This is an optimization exercise on Yosys and OpenROAD, whose aim is small area and a short achievable clock period, not a production implementation. RTL that was checked went through simulation tests only; none was proved equivalent to the original. Power is estimated from default activity; no workload was simulated.

== red ==
## Booth
module Booth (
    input  CLK, RST,
    input  [31:0] x, y,
    output [63:0] p
);
==> module BSEL8, before the edit <==
module BSEL8 (
    input  s1, s2, s3, s4, neg, a, b, t, c,
    output pp
);
    wire u, v;
    AOI22X2 u0 (.s1(s1), .a(a), .s2(s2), .b(b), .s3(s3), .t(t), .s4(s4), .c(c), .u(u), .v(v));
    NANDXOR u2 (.u(u), .v(v), .neg(neg), .pp(pp));
endmodule
==> module BSEL8N, before the edit <==
module BSEL8N (
    input  s1, s2, s3, s4, neg, a, b, t, c,
    output pp
);
    wire u, v;
    AOI22X2 u0 (.s1(s1), .a(a), .s2(s2), .b(b), .s3(s3), .t(t), .s4(s4), .c(c), .u(u), .v(v));
    NANDXNOR u2 (.u(u), .v(v), .neg(neg), .pp(pp));
endmodule
==> module AOI22X2, before the edit <==
module AOI22X2 (
    input  s1, a, s2, b, s3, t, s4, c,
    output u, v
);
    assign u = ~((s1 & a) | (s2 & b));
    assign v = ~((s3 & t) | (s4 & c));
endmodule
==> module NANDXOR, before the edit <==
module NANDXOR (
    input  u, v, neg,
    output pp
);
    assign pp = neg ^ ~(u & v);
endmodule
==> module NANDXNOR, before the edit <==
module NANDXNOR (
    input  u, v, neg,
    output pp
);
    assign pp = ~(neg ^ ~(u & v));
endmodule
clock: 7.5 ns
lec_check: 0
cap_margin: 20
core_margin: 2
core_utilization: 40
setup_slack_margin: 3.1
slew_margin: 20
synth_hierarchical: 1
synth_minimum_keep_size: 0
standard.sh (not shown) runs the stock make flow with config.mk's settings and CLKGATE_MAP_FILE= SYNTH_SCRIPT=/design/flow/synth_recipe.tcl, a recipe that flattens the netlist after the stock synthesis.
==> flow/flow/run.sh <==
#!/bin/bash
# Own layout flow: the standard flow, plus one step after floorplan that
# sets every combinational cell to the smallest drive strength of its family
# (Yosys/ABC map with a fixed load and tends to pick oversized gates). The
# later resizer steps (repair_design, repair_timing) size up what needs it.
set -euo pipefail
here=$(pwd)
export POST_FLOORPLAN_TCL="$here/flow/downsize.tcl"
# buffer the ports with a plain buffer (the default pick is a slow delay cell)
export BUFFER_PORTS_ARGS="-buffer_cell sky130_fd_sc_hd__buf_2"
bash standard.sh > "$here/standard.log" 2>&1
==> flow/flow/downsize.tcl <==
# Swap each combinational standard cell for the smallest-drive cell of the same
# function (same footprint family); leave flops, adders, buffers and ties alone.
set n 0
foreach inst [get_cells *] {
  set master [get_property $inst ref_name]
  if {![regexp {^sky130_fd_sc_hd__([a-z0-9]+)_([0-9]+)$} $master -> base size]} { continue }
  if {[regexp {^(df|sdf|edf|dl|fa|ha|conb|tap|fill|decap|buf|clkbuf|clkdly|dlygate|dlymetal|inv|clkinv|diode|lpflow|probe)} $base]} { continue }
  set best ""
  set bestsize 1000
  foreach lc [get_lib_cells sky130_fd_sc_hd__${base}_*] {
    set nm [get_name $lc]
    if {![regexp "^sky130_fd_sc_hd__${base}_(\[0-9\]+)\$" $nm -> s]} { continue }
    if {[get_property $lc dont_use]} { continue }
    if {$s < $bestsize} { set bestsize $s; set best $nm }
  }
  if {$best ne "" && $best ne $master} {
    replace_cell $inst $best
    incr n
  }
}
puts "downsize: replaced $n cells"
Input-level comparison between blue and red:
diff --git a/flow/design.v b/flow/design.v
--- a/flow/design.v
+++ b/flow/design.v
@@ -13,42 +13,19 @@
     assign co = a & b;
 endmodule
 module BSEL8 (
     input  s1, s2, s3, s4, neg, a, b, t, c,
     output pp
 );
-    wire u, v;
-    AOI22X2 u0 (.s1(s1), .a(a), .s2(s2), .b(b), .s3(s3), .t(t), .s4(s4), .c(c), .u(u), .v(v));
-    NANDXOR u2 (.u(u), .v(v), .neg(neg), .pp(pp));
+    assign pp = neg ^ ((s1 & a) | (s2 & b) | (s3 & t) | (s4 & c));
 endmodule
 module BSEL8N (
     input  s1, s2, s3, s4, neg, a, b, t, c,
     output pp
 );
-    wire u, v;
-    AOI22X2 u0 (.s1(s1), .a(a), .s2(s2), .b(b), .s3(s3), .t(t), .s4(s4), .c(c), .u(u), .v(v));
-    NANDXNOR u2 (.u(u), .v(v), .neg(neg), .pp(pp));
-endmodule
-module AOI22X2 (
-    input  s1, a, s2, b, s3, t, s4, c,
-    output u, v
-);
-    assign u = ~((s1 & a) | (s2 & b));
-    assign v = ~((s3 & t) | (s4 & c));
-endmodule
-module NANDXOR (
-    input  u, v, neg,
-    output pp
-);
-    assign pp = neg ^ ~(u & v);
-endmodule
-module NANDXNOR (
-    input  u, v, neg,
-    output pp
-);
-    assign pp = ~(neg ^ ~(u & v));
+    assign pp = ~(neg ^ ((s1 & a) | (s2 & b) | (s3 & t) | (s4 & c)));
 endmodule
 module BSEL8B (
     input  s1, s2, s3, neg, a, b, t,
     output pp
 );
     assign pp = neg ^ ((s1 & a) | (s2 & b) | (s3 & t));
==> comparison <==
The core utilization number comes out lower for red vs blue.
For the routed length on met1, blue came in 1.5% lower than red did.
Comparing power share of the clock group for blue and red, the bigger number came from red.
| area growth from synthesis to layout | blue vs red | 6.3 points higher |
blue vs. red: final-layout fill cell count dropped about 8%, via count now sits lower.
blue against red; cell count is down by a little under 10%.
red has a lower initial antenna violation count than blue.
Across both runs, portion of the layout cell area used by non-clock buffers was higher for blue than for red.
Against red, blue comes in about 2.5% lower on x dimension of the die.
For red, only the layout was checked, not whether the RTL still works.

-- afterwards: timing with drivers on the ports --
Ports are ideal in the flow. The routed layouts listed here were re-timed in OpenROAD.
Step 1 sets driving cells, clkbuf_16 on the clock port and buf_2 on the other inputs (assumed; they add their load-dependent delay and slew).
Step 2 moves the port delays by t, midway between the first and last clock arrival at a register: inputs arrive t later, outputs are due t later. That takes back most of the time a late clock gives input paths.
a / b / c = no drivers / after step 1 / after step 2; a / b = the first two.
run | t (ns) | setup slack, ns | clock arrival spread, ns | slew at the worst register clock pin (ns)
red | 0.629 | 3.156 / 3.153 / 3.156 | 0.031 / 0.031 | 0.07 / 0.07
blue | 0.647 | 3.142 / 3.128 / 3.142 | 0.023 / 0.023 | 0.06 / 0.06
After both steps setup and hold are still met in every run listed.
